Context: an optimization exercise on an open-source flow, tuned for small area. The choices shown serve that exercise and are no tape-out recipe. Only simulation tests tie the RTL to the original design; equivalence was not proved.

// FIR
module FIR(
    input rst,
    input clk,
    input en,
    input signed [15:0] din,
    output reg signed [15:0] dout
    );
    reg        enable_id;
    reg [1:0]  counter_r;    
    reg [4:0]  index;        
    reg [4:0]  ptap;         
    reg [4:0]  live;         
    reg        pend;         
    reg [15:0] buffer;
    reg [15:0] ring [0:27];
    reg [31:0] acc;
    wire shift = (counter_r == 2'd1) || (index == 5'd28);
    wire wr    = (shift && ptap == 5'd27) || (pend && ptap == 5'd0);
    wire [15:0] dp = wr ? buffer : ring[1];
    wire        use_p  = enable_id && index != 5'd28 && ptap < live;
    wire [15:0] x      = use_p ? dp : 16'd0;
    wire [31:0] acc_in = (enable_id && index != 5'd0) ? acc : 32'd0;
    wire [3:0] cidx = (ptap > 5'd13) ? (5'd27 - ptap) : ptap[3:0];
    reg [24:0] bc;
    always @(*) begin
        case (cidx)
            4'd0: bc = 25'h0004911;
            4'd1: bc = 25'h0000908;
            4'd2: bc = 25'h0009294;
            4'd3: bc = 25'h0015220;
            4'd4: bc = 25'h0000428;
            4'd5: bc = 25'h0091244;
            4'd6: bc = 25'h0088234;
            4'd7: bc = 25'h0014414;
            4'd8: bc = 25'h0024a88;
            4'd9: bc = 25'h008ca82;
            4'd10: bc = 25'h1112024;
            4'd11: bc = 25'h008d031;
            4'd12: bc = 25'h0140851;
            default: bc = 25'h0408080;
        endcase
    end
    wire [18:0] x1 = {{3{x[15]}}, x};
    wire [18:0] x2 = {{2{x[15]}}, x, 1'b0};
    wire [18:0] x3 = x1 + x2;
    wire [18:0] x4 = {x[15], x, 2'b0};
    wire [18:0] pp0 = ((bc[0] ? x1 : 19'd0) | (bc[1] ? x2 : 19'd0)
                      | (bc[2] ? x3 : 19'd0) | (bc[3] ? x4 : 19'd0)) ^ {19{bc[4]}};
    wire [18:0] pp1 = ((bc[5] ? x1 : 19'd0) | (bc[6] ? x2 : 19'd0)
                      | (bc[7] ? x3 : 19'd0) | (bc[8] ? x4 : 19'd0)) ^ {19{bc[9]}};
    wire [18:0] pp2 = ((bc[10] ? x1 : 19'd0) | (bc[11] ? x2 : 19'd0)
                      | (bc[12] ? x3 : 19'd0) | (bc[13] ? x4 : 19'd0)) ^ {19{bc[14]}};
  ...
Size: about 1,400 cells after synthesis, about 35 I/O pins, roughly 18,000 µm² of cells after synthesis.
Settings: LEC_CHECK=0, CAP_MARGIN=20, CORE_MARGIN=2, CORE_UTILIZATION=50, CTS_BUF_LIST=sky130_fd_sc_hd__clkbuf_4 sky130_fd_sc_hd__clkbuf_8, CTS_CLUSTER_DIAMETER=60, CTS_CLUSTER_SIZE=20, HOLD_SLACK_MARGIN=0, SLEW_MARGIN=20; clock period 12.0 ns.
standard.sh (not shown) runs the stock make flow with config.mk's settings and CLKGATE_MAP_FILE= SYNTH_SCRIPT=/design/flow/synth_recipe.tcl, a recipe that flattens the netlist after the stock synthesis.
==> flow/flow/run.sh <==
#!/bin/bash
# Standard ORFS layout with three changes:
#  - after the standard synthesis, flow/polarity.py re-chooses the polarity of
#    the full adders to drop inverters (same function, same registers);
#  - ports are buffered with buf_1 cells;
#  - clock tree synthesis adds no dummy loads (the clock-tree settings are
#    otherwise those of config.mk).
set -euo pipefail
R=orfs/results/$FLOW_PLATFORM/FIR/base
bash standard.sh synth > synth.log 2>&1
python3 flow/polarity.py $R/1_2_yosys.v > polarity.log 2>&1
CTS="-sink_clustering_enable -repair_clock_nets -sink_clustering_size 20 -sink_clustering_max_diameter 60 -buf_list {sky130_fd_sc_hd__clkbuf_4 sky130_fd_sc_hd__clkbuf_8} -dont_use_dummy_load"
bash standard.sh BUFFER_PORTS_ARGS="-buffer_cell sky130_fd_sc_hd__buf_1" CTS_ARGS="$CTS" finish > layout.log 2>&1
==> flow/flow/polarity.py <==
#!/usr/bin/env python3
"""Re-choose the polarity of full adders in a mapped netlist to remove inverters.

A full adder is self-dual: FA(~a, ~b, ~c) = ~FA(a, b, c) on both outputs.  The
synthesised netlist has inverters between full adders; this script removes every
inverter, picks for each sky130 fa cell whether it computes on true or on
complemented values, and adds back one inverter per signal that still has a load
needing the other polarity.  The function of the netlist is unchanged.
usage: polarity.py netlist.v  (rewritten in place)
"""
import re, sys, random

path = sys.argv[1]
text = open(path).read()
OUTS = {'X', 'Y', 'Q', 'Q_N', 'SUM', 'COUT', 'HI', 'LO'}
inst_re = re.compile(r'^(\s*)(sky130_fd_sc_hd__\w+)\s+(\S+)\s*\((.*?)\);\n', re.S | re.M)
pin_re = re.compile(r'\.(\w+)\(([^()]*)\)')

insts = []
for m in inst_re.finditer(text):
    pins = [(p, n.strip()) for p, n in pin_re.findall(m.group(4))]
    insts.append(dict(span=m.span(), indent=m.group(1), type=m.group(2), name=m.group(3), pins=pins))

def fmt(n):
    return n + ' ' if n.startswith('\\') else n

def is_inv(t):
    return re.match(r'sky130_fd_sc_hd__(clk)?inv_\d+$', t) is not None
def is_fa(t):
    return re.match(r'sky130_fd_sc_hd__fa_\d+$', t) is not None
def is_const(n):
    return re.match(r"^\d+'[bh][01]$", n) is not None

driver = {}
for i, c in enumerate(insts):
    for p, n in c['pins']:
        if p in OUTS:
            driver[n] = (i, p)

# nets used outside instances (assigns, ports) keep their inverters
other = text
for c in reversed(insts):
    other = other[:c['span'][0]] + other[c['span'][1]:]
assign_nets = set()
for m in re.finditer(r'assign\s+(.*?);', other, re.S):
    for tok in re.findall(r'\\\S+|[A-Za-z_][\w$]*(?:\[\d+\])?', m.group(1)):
        assign_nets.add(tok)
outports = set()
for m in re.finditer(r'^\s*output\s+(?:\[(\d+):(\d+)\]\s*)?(\S+)\s*;', other, re.M):
    if m.group(1):
        for k in range(int(m.group(2)), int(m.group(1)) + 1):
            outports.add(f'{m.group(3)}[{k}]')
    else:
        outports.add(m.group(3))

# removable inverters: output net not an assign/port net
removable = set()
for i, c in enumerate(insts):
    if is_inv(c['type']):
        y = dict(c['pins'])['Y']
        if y not in assign_nets and y not in outports:
            removable.add(i)

def root(n):
    par = 0
    seen = 0
    while n in driver and driver[n][0] in removable:
        a = dict(insts[driver[n][0]]['pins'])['A']
        n = a; par ^= 1; seen += 1
        if seen > 100: raise SystemExit('inverter loop')
    return n, par

fa_ids = [i for i, c in enumerate(insts) if is_fa(c['type'])]
fa_index = {i: k for k, i in enumerate(fa_ids)}
# loads: (inst, pin, source, parity)
loads = {}
for i, c in enumerate(insts):
    if i in removable:
        continue
    for p, n in c['pins']:
        if p in OUTS or n == '':
            continue
        s, par = root(n)
        loads.setdefault(s, []).append((i, p, par))
src_fa = {}
for s in loads:
    if s in driver and driver[s][0] in fa_index:
        src_fa[s] = driver[s][0]

def need(s, L, pol):
    pd = pol.get(src_fa.get(s), 0)
    return L[2] ^ pol.get(L[0], 0) ^ pd

def cost_of(s, pol):
    if is_const(s):
        return 0
    return 1 if any(need(s, L, pol) for L in loads[s]) else 0

touch = {}
for s, Ls in loads.items():
    ids = set(L[0] for L in Ls if L[0] in fa_index)
    if s in src_fa:
        ids.add(src_fa[s])
    for i in ids:
        touch.setdefault(i, []).append(s)

def total(pol):
    return sum(cost_of(s, pol) for s in loads)

best = None
rng = random.Random(1)
for trial in range(20):
    pol = {i: (rng.random() < 0.5 if trial else 0) for i in fa_ids}
    improved = True
    while improved:
        improved = False
        order = fa_ids[:]
        rng.shuffle(order)
        for i in order:
            before = sum(cost_of(s, pol) for s in touch.get(i, []))
            pol[i] ^= 1
            after = sum(cost_of(s, pol) for s in touch.get(i, []))
            if after < before:
                improved = True
            else:
                pol[i] ^= 1
    t = total(pol)
    if best is None or t < best[0]:
        best = (t, dict(pol))
ninv_before = sum(1 for i in removable)
pol = best[1]

# rewrite
newpins = {}
new_insts = []
new_wires = []
invnet = {}
k = 0
for s, Ls in loads.items():
    for L in Ls:
        i, p, par = L
        if need(s, L, pol):
            if is_const(s):
                net = s[:-1] + ('0' if s[-1] == '1' else '1')
            else:
                if s not in invnet:
                    k += 1
                    invnet[s] = f'polinv_n{k}'
                    new_wires.append(invnet[s])
                    new_insts.append(f'  sky130_fd_sc_hd__inv_1 polinv_{k} (\n    .A({fmt(s)}),\n    .Y({invnet[s]})\n  );\n')
                net = invnet[s]
        else:
            net = s
        newpins[(i, p)] = net

out = []
pos = 0
for i, c in enumerate(insts):
    a, b = c['span']
    out.append(text[pos:a])
    pos = b
    if i in removable:
        continue
    pins = []
    for p, n in c['pins']:
        n2 = newpins.get((i, p), n)
        pins.append(f'    .{p}({fmt(n2)})')
    out.append(f"{c['indent']}{c['type']} {c['name']} (\n" + ',\n'.join(pins) + '\n  );\n')
tail = text[pos:]
m = tail.rfind('endmodule')
out.append(tail[:m] + ''.join(new_insts) + tail[m:])
res = ''.join(out)
decl = ''.join(f'  wire {w};\n' for w in new_wires)
res = re.sub(r'(\n\s*(?:wire|input|output)\b)', '\n' + decl.rstrip('\n') + r'\1', res, count=1) if decl else res
open(path, 'w').write(res)
print(f'polarity: inverters {ninv_before} removed, {k} added; fa flipped {sum(pol.values())} of {len(fa_ids)}')
Edit:
==> flow/flow/run.sh (replaced) <==
#!/bin/bash
# Standard ORFS layout with two changes:
#  - after the standard synthesis, flow/polarity.py re-chooses the polarity of
#    the full adders to drop inverters (same function, same registers);
#  - ports are buffered with buf_1 cells.
set -euo pipefail
R=orfs/results/$FLOW_PLATFORM/FIR/base
bash standard.sh synth > synth.log 2>&1
python3 flow/polarity.py $R/1_2_yosys.v > polarity.log 2>&1
bash standard.sh BUFFER_PORTS_ARGS="-buffer_cell sky130_fd_sc_hd__buf_1" finish > layout.log 2>&1
CORE_UTILIZATION = 55   (was 50)
Effect: The new run passed the timing, design-rule and antenna checks. Wire length goes up slightly. Design area went up slightly. Via count goes up slightly. Setup slack gains 0.026 ns. Critical path depth goes down by 3. Global-route usage increases by 1.8 points.
Edit:
--- a/flow/flow/polarity.py
+++ b/flow/flow/polarity.py
@@ -22,5 +22,2 @@
     insts.append(dict(span=m.span(), indent=m.group(1), type=m.group(2), name=m.group(3), pins=pins))
-
-def fmt(n):
-    return n + ' ' if n.startswith('\\') else n
 
@@ -149,3 +146,3 @@
                     new_wires.append(invnet[s])
-                    new_insts.append(f'  sky130_fd_sc_hd__inv_1 polinv_{k} (\n    .A({fmt(s)}),\n    .Y({invnet[s]})\n  );\n')
+                    new_insts.append(f'  sky130_fd_sc_hd__inv_1 polinv_{k} (\n    .A({s}),\n    .Y({invnet[s]})\n  );\n')
                 net = invnet[s]
@@ -166,3 +163,3 @@
         n2 = newpins.get((i, p), n)
-        pins.append(f'    .{p}({fmt(n2)})')
+        pins.append(f'    .{p}({n2})')
     out.append(f"{c['indent']}{c['type']} {c['name']} (\n" + ',\n'.join(pins) + '\n  );\n')
CORE_UTILIZATION = 50   (was 55)
The changed run never finished: it broke off in netlist read-in after synthesis.

-- afterwards: timing with drivers on the ports --
No port has a modelled driver above. Below, the same layouts with a new extraction and two added sets of constraints.
Step 1, drivers: a clkbuf_16 drives clk and a buf_2 each remaining input, both assumed.
Step 2 also shifts input and output timing later by t, the mid clock arrival at the registers, as if the neighbouring blocks saw the same clock.
a / b / c = no drivers / after step 1 / after step 2; a / b = the first two.
| run | t, ns | setup WS [ns] | latest minus earliest clock arrival (ns) | worst register clock-pin slew, ns |
|---|---|---|---|---|
| the first run | 0.617 | 0.675 / 0.675 / 0.675 | 0.093 / 0.092 | 0.11 / 0.11 |
| the second run | 0.630 | 0.701 / 0.701 / 0.701 | 0.045 / 0.046 | 0.12 / 0.12 |
After both steps setup and hold are still met in every run listed.
